This is an optimization exercise on Yosys and OpenROAD, whose aim is small area, not a production implementation. RTL that was checked went through simulation tests only; none was proved equivalent to the original. Power is estimated from default activity; no workload was simulated.

Setup of rev 12:
Design requant, start of the top module:
module requant (
	clk,
	ce,
	rst,
	data_in,
	sync_in,
	gain,
	data_out,
	sync_out,
	addr,
	ovfl
);
export LEC_CHECK = 0
export CAP_MARGIN = 20
export CORE_MARGIN = 2
export CORE_UTILIZATION = 65
export CTS_BUF_LIST = sky130_fd_sc_hd__clkbuf_8
export GPL_TIMING_DRIVEN = 0
export PLACE_DENSITY = 0.75
export SLEW_MARGIN = 20
export SYNTH_HIERARCHICAL = 1
export SYNTH_MINIMUM_KEEP_SIZE = 0
create_clock -name core_clock -period 7.0 [get_ports {clk}]
standard.sh (not shown) runs the stock make flow with config.mk's settings and CLKGATE_MAP_FILE= SYNTH_SCRIPT=/design/flow/synth_recipe.tcl, a recipe that flattens the netlist after the stock synthesis.
==> flow/flow/run.sh <==
#!/bin/bash
# Standard ORFS layout, with plain buf_1 cells as the port buffers.
set -euo pipefail
bash standard.sh "BUFFER_PORTS_ARGS=-buffer_cell sky130_fd_sc_hd__buf_1" finish > make_finish.log 2>&1
#### Input delta (rev 13 over rev 12)
# rev 12
export LEC_CHECK = 0
export CAP_MARGIN = 20
export CORE_MARGIN = 2
export CORE_UTILIZATION = 65
export CTS_BUF_LIST = sky130_fd_sc_hd__clkbuf_8
export GPL_TIMING_DRIVEN = 0
export PLACE_DENSITY = 0.75
export SLEW_MARGIN = 20
export SYNTH_HIERARCHICAL = 1
export SYNTH_MINIMUM_KEEP_SIZE = 0
create_clock -name core_clock -period 7.0 [get_ports {clk}]
# rev 13
export LEC_CHECK = 0
export CAP_MARGIN = 0
export CORE_MARGIN = 2
export CORE_UTILIZATION = 65
export GPL_TIMING_DRIVEN = 0
export PLACE_DENSITY = 0.75
export SLEW_MARGIN = 0
export SYNTH_HIERARCHICAL = 1
export SYNTH_MINIMUM_KEEP_SIZE = 0
create_clock -name core_clock -period 7.0 [get_ports {clk}]
==> flow/flow/run.sh <==
#!/bin/bash
# Standard ORFS layout, with plain buf_1 cells as the port buffers and a clock
# tree of clkbuf_8 cells without dummy loads; synthesis buffers are removed at floorplanning.
set -euo pipefail
bash standard.sh "BUFFER_PORTS_ARGS=-buffer_cell sky130_fd_sc_hd__buf_1" \
  "CTS_ARGS=-sink_clustering_enable -repair_clock_nets -buf_list sky130_fd_sc_hd__clkbuf_8 -dont_use_dummy_load" \
  REMOVE_ABC_BUFFERS=1 finish > make_finish.log 2>&1
--- outcome ---
- Taking rev 12 as the reference, in rev 13 post-layout instance count excluding filler cells down 21; final non-filler cell area down 330 um2; placed instance count down 15; utilization down 2.1 points.
- Rev 12 | stages: all done | timing, DRC, antenna: all pass
- Rev 13 | status: complete | timing, DRC, antenna: pass
- Compared with rev 12, rev 13 shows antenna diode count lower by 1.
- Rev 13 vs rev 12 — cell depth of the worst setup path dropped 1.

## job 101
Another version of the RTL of requant (not shown whole).
For scale: about 930 cells after synthesis, roughly 80 I/O pins, roughly 11000 sq um of cells after synthesis.
make LEC_CHECK=0 CAP_MARGIN=20 CORE_MARGIN=2 CORE_UTILIZATION=40 SLEW_MARGIN=20 SYNTH_HIERARCHICAL=1 SYNTH_MINIMUM_KEEP_SIZE=0 finish   # period 7.0 ns
run.sh (not shown) runs the stock make flow with config.mk's settings and CLKGATE_MAP_FILE= SYNTH_SCRIPT=/design/flow/synth_recipe.tcl, a recipe that flattens the netlist after the stock synthesis.
Stock flow here: none of the scripts above is used.
Input-level comparison between job 102 and job 101:
# job 101
export LEC_CHECK = 0
export CAP_MARGIN = 20
export CORE_MARGIN = 2
export CORE_UTILIZATION = 40
export SLEW_MARGIN = 20
export SYNTH_HIERARCHICAL = 1
export SYNTH_MINIMUM_KEEP_SIZE = 0
create_clock -name core_clock -period 7.0 [get_ports {clk}]
# job 102
export LEC_CHECK = 0
export CAP_MARGIN = 20
export CORE_MARGIN = 2
export CORE_UTILIZATION = 40
export GPL_TIMING_DRIVEN = 0
export SLEW_MARGIN = 20
export SYNTH_HIERARCHICAL = 1
export SYNTH_MINIMUM_KEEP_SIZE = 0
create_clock -name core_clock -period 7.0 [get_ports {clk}]
[summary]
The flow completed for job 102, but it is not clean: the layout still shows setup timing.
Job 101 -> job 102: global-route wire length before repair increased by a few percent
Job 101 → job 102: flop-to-flop setup slack moved up; final instance area went down.
No functional check of the RTL was part of any run of this note.

requant, a different RTL version from the one above (not shown whole).
Size: roughly 930 cells after synthesis, about 80 I/O pins.
// requant
module requant (
	clk,
	ce,
	rst,
	data_in,
	sync_in,
	gain,
	data_out,
	sync_out,
	addr,
	ovfl
);
==> flow/config.mk <==
export PLATFORM = sky130hd
export DESIGN_NAME = requant
export DESIGN_NICKNAME = requant
export VERILOG_FILES = /design/flow/design.v
export SDC_FILE = /design/flow/constraint.sdc
export NUM_CORES = 4
export LEC_CHECK = 0
export CAP_MARGIN = 0
export CORE_MARGIN = 2
export CORE_UTILIZATION = 65
export CTS_BUF_LIST = sky130_fd_sc_hd__clkbuf_8
export GPL_TIMING_DRIVEN = 0
export PLACE_DENSITY = 0.75
export SLEW_MARGIN = 0
export SYNTH_HIERARCHICAL = 1
export SYNTH_MINIMUM_KEEP_SIZE = 0
==> flow/constraint.sdc <==
create_clock -name core_clock -period 7.0 [get_ports {clk}]
set_input_delay 1.4000 -clock core_clock [delete_from_list [all_inputs] [get_ports {clk}]]
set_output_delay 1.4000 -clock core_clock [all_outputs]
set_load 0.01 [all_outputs]
standard.sh (not shown) runs the stock make flow with config.mk's settings and CLKGATE_MAP_FILE= SYNTH_SCRIPT=/design/flow/synth_recipe.tcl, a recipe that flattens the netlist after the stock synthesis.
==> flow/flow/run.sh <==
#!/bin/bash
# Standard ORFS layout, with plain buf_1 cells as the port buffers and, after
# floorplanning, synthesis's sized-up combinational cells reset to drive 1
# (flow/downsize.tcl); later repair steps size up where needed.
set -euo pipefail
bash standard.sh "BUFFER_PORTS_ARGS=-buffer_cell sky130_fd_sc_hd__buf_1" \
  "POST_FLOORPLAN_TCL=$PWD/flow/downsize.tcl" finish > make_finish.log 2>&1
==> flow/flow/downsize.tcl <==
# After floorplanning: put every combinational cell that synthesis sized up
# back to the smallest drive strength of the same function; the later
# repair steps size up again wherever timing, slew or load need it.
# Registers keep the cell type synthesis gave them.
set block [ord::get_db_block]
set n 0
foreach inst [$block getInsts] {
  set master [[$inst getMaster] getName]
  if { ![regexp {^(sky130_fd_sc_hd__[a-z0-9]+)_([0-9]+)$} $master -> base drive] } { continue }
  if { [regexp {__(df|edf|sdf|dl|sedf|tap|fill|decap|conb|clkbuf|clkinv|clkdly|dlygate|dlymetal)} $base] } { continue }
  foreach d {0 1 2} {
    if { $d >= $drive } { break }
    set cand [get_lib_cells -quiet ${base}_$d]
    if { [llength $cand] > 0 && [lsearch $::env(DONT_USE_CELLS) ${base}_$d] < 0 } {
      replace_cell [$inst getName] [get_name [lindex $cand 0]]
      incr n
      break
    }
  }
}
puts "downsize.tcl: resized $n instances"
Change:
==> flow/flow/run.sh (replaced) <==
#!/bin/bash
# Standard ORFS layout, with plain buf_1 cells as the port buffers and
# power recovery (downsizing of gates off the critical paths) after global routing.
set -euo pipefail
bash standard.sh "BUFFER_PORTS_ARGS=-buffer_cell sky130_fd_sc_hd__buf_1" RECOVER_POWER=100 finish > make_finish.log 2>&1
CAP_MARGIN = 20   (was 0)
SLEW_MARGIN = 20   (was 0)
removed: flow/flow/downsize.tcl
=> This time the run finished with max-capacitance violations, max-slew violations left; clock-buffer cell count climbs by 1; total power increases by 2.0%; die area is unchanged; core utilization is higher by 0.46 points; routed wire length rose by 2.5%.
Change:
==> flow/flow/run.sh (replaced) <==
#!/bin/bash
# Standard ORFS layout, with plain buf_1 cells as the port buffers.
set -euo pipefail
bash standard.sh "BUFFER_PORTS_ARGS=-buffer_cell sky130_fd_sc_hd__buf_1" finish > make_finish.log 2>&1
CTS_BUF_LIST = sky130_fd_sc_hd__clkbuf_4 sky130_fd_sc_hd__clkbuf_8   (was sky130_fd_sc_hd__clkbuf_8)
This time the run completed without violations; core utilization increases by 0.28 points; wire length increases by about 0.36%; cell area increases by 0.39%; sequential share of layout area stays flat; clock skew barely changes; maximum frequency hardly moves.
Change:
==> flow/flow/run.sh (replaced) <==
#!/bin/bash
# Standard ORFS layout, with plain buf_1 cells as the port buffers and a clock
# tree of clkbuf_8 cells without dummy loads; synthesis buffers are removed at floorplanning.
set -euo pipefail
bash standard.sh "BUFFER_PORTS_ARGS=-buffer_cell sky130_fd_sc_hd__buf_1" \
  "CTS_ARGS=-sink_clustering_enable -repair_clock_nets -buf_list sky130_fd_sc_hd__clkbuf_8 -dont_use_dummy_load" \
  REMOVE_ABC_BUFFERS=1 finish > make_finish.log 2>&1
CAP_MARGIN = 0   (was 20)
CTS_BUF_LIST = unset   (was sky130_fd_sc_hd__clkbuf_4 sky130_fd_sc_hd__clkbuf_8)
SLEW_MARGIN = 0   (was 20)
=> Cell count falls slightly; area after synthesis does not change; utilization falls by 1.4 points; cell area falls slightly; worst setup slack gets worse by 0.011 ns; combinational power falls slightly; global-route usage falls by 0.78 points; first-iteration DRC count rises by a quarter to a third; hold slack hardly moves; routed wire length falls by a few percent; sequential power stays flat.

requant again, from the RTL that the note above started with.
==> flow/config.mk <==
export PLATFORM = sky130hd
export DESIGN_NAME = requant
export DESIGN_NICKNAME = requant
export VERILOG_FILES = /design/flow/design.v
export SDC_FILE = /design/flow/constraint.sdc
export NUM_CORES = 4
export LEC_CHECK = 0
export CAP_MARGIN = 0
export CORE_MARGIN = 2
export CORE_UTILIZATION = 65
export GPL_TIMING_DRIVEN = 0
export PLACE_DENSITY = 0.75
export SLEW_MARGIN = 0
export SYNTH_HIERARCHICAL = 1
export SYNTH_MINIMUM_KEEP_SIZE = 0
==> flow/constraint.sdc <==
create_clock -name core_clock -period 7.0 [get_ports {clk}]
set_input_delay 1.4000 -clock core_clock [delete_from_list [all_inputs] [get_ports {clk}]]
set_output_delay 1.4000 -clock core_clock [all_outputs]
set_load 0.01 [all_outputs]
==> flow/flow/run.sh <==
#!/bin/bash
# Standard ORFS layout, with plain buf_1 cells as the port buffers and a clock
# tree of clkbuf_8 cells without dummy loads.
set -euo pipefail
bash standard.sh "BUFFER_PORTS_ARGS=-buffer_cell sky130_fd_sc_hd__buf_1" \
  "CTS_ARGS=-sink_clustering_enable -repair_clock_nets -buf_list sky130_fd_sc_hd__clkbuf_8 -dont_use_dummy_load -sink_clustering_size 24 -sink_clustering_max_diameter 120" \
  finish > make_finish.log 2>&1
==> next run, changes <==
==> flow/flow/run.sh (replaced) <==
#!/bin/bash
# Standard ORFS layout, with plain buf_1 cells as the port buffers.
set -euo pipefail
bash standard.sh "BUFFER_PORTS_ARGS=-buffer_cell sky130_fd_sc_hd__buf_1" finish > make_finish.log 2>&1
- CAP_MARGIN: 0 -> 5
- CTS_BUF_LIST: default -> sky130_fd_sc_hd__clkbuf_8
- SLEW_MARGIN: 0 -> 5
Total power is higher by 2.5%.
Sequential share of layout area goes down by 0.21 points.
Area after synthesis stays the same.
Routed wire length climbs by 0.67%.
Worst setup slack is worse by 0.0044 ns.
==> next run, changes <==
- CAP_MARGIN: 5 -> 20
- SLEW_MARGIN: 5 -> 20
Effect: Core utilization increases by 0.39 points. Setup slack is better by 0.043 ns. First-iteration DRC count falls by about a fifth. Sequential share of layout area decreases by 0.13 points. Routed wire length grows slightly. Combinational power barely changes. Global-route usage grows by 0.19 points. Sequential power stays flat. Die area is unchanged. Design area went up slightly. Hold slack is about the same.
==> next run, changes <==
- ABC_AREA: default -> 1
After rerunning: The changed run finished clean. Fmax fell by 1.6%. Flip-flop and latch count is unchanged. Die area rose by 2.7%. Via count rose by 6.8%. Clock-buffer cell count fell by 1. Setup slack is worse by 0.11 ns. Register-to-register slack is worse by 0.06 ns. Routed wire length rose by 1.4%. Global-route usage fell by 0.33 points. First-iteration DRC count fell by 0.97%.

## port drivers added, routing unchanged
In the flow no input, the clock included, has a driving cell. The finished layouts below were timed again as built, in two steps. Step 1 assumes that a clkbuf_16 drives the clock port and a buf_2 every other input. Step 2 moves the port delays by t, midway between the first and last clock arrival at a register: inputs arrive t later, outputs are due t later. That takes back most of the time a late clock gives input paths. a / b / c = no drivers / after step 1 / after step 2; a / b = the first two.
run | t (ns) | setup slack, ns | hold WS [ns] | worst slew at a driven data input, ns
rev 12 | 0.376 | 0.376 / 0.382 / 0.007 | 0.336 / 0.336 / 0.336 | 0.11
rev 13 | 0.367 | 0.228 / 0.241 / -0.126 | 0.332 / 0.332 / 0.332 | 0.04
job 101 | 0.392 | 0.145 / 0.166 / -0.226 | 0.332 / 0.332 / 0.332 | 0.05
job 102 | 0.367 | -0.072 / -0.067 / -0.434 | 0.327 / 0.327 / 0.327 | 0.06
the first run of note 3 | 0.378 | 0.270 / 0.284 / -0.094 | 0.332 / 0.332 / 0.332 | 0.06
the second run of note 3 | 0.382 | 0.352 / 0.365 / -0.017 | 0.331 / 0.331 / 0.331 | 0.08
the third run of note 3 | 0.382 | 0.354 / 0.367 / -0.015 | 0.331 / 0.331 / 0.331 | 0.08
the fourth run of note 3 | 0.375 | 0.343 / 0.353 / -0.022 | 0.330 / 0.330 / 0.330 | 0.04
the first run of note 4 | 0.362 | 0.309 / 0.295 / -0.068 | 0.331 / 0.331 / 0.331 | 0.08
the second run of note 4 | 0.378 | 0.305 / 0.319 / -0.059 | 0.332 / 0.332 / 0.332 | 0.10
the third run of note 4 | 0.384 | 0.347 / 0.361 / -0.022 | 0.331 / 0.331 / 0.331 | 0.08
the fourth run of note 4 | 0.374 | 0.237 / 0.245 / -0.129 | 0.334 / 0.334 / 0.334 | 0.05
For the first run of note 4, which loses most, drivers alone change the setup slack by -0.014 ns; drivers and shift together by -0.377 ns.
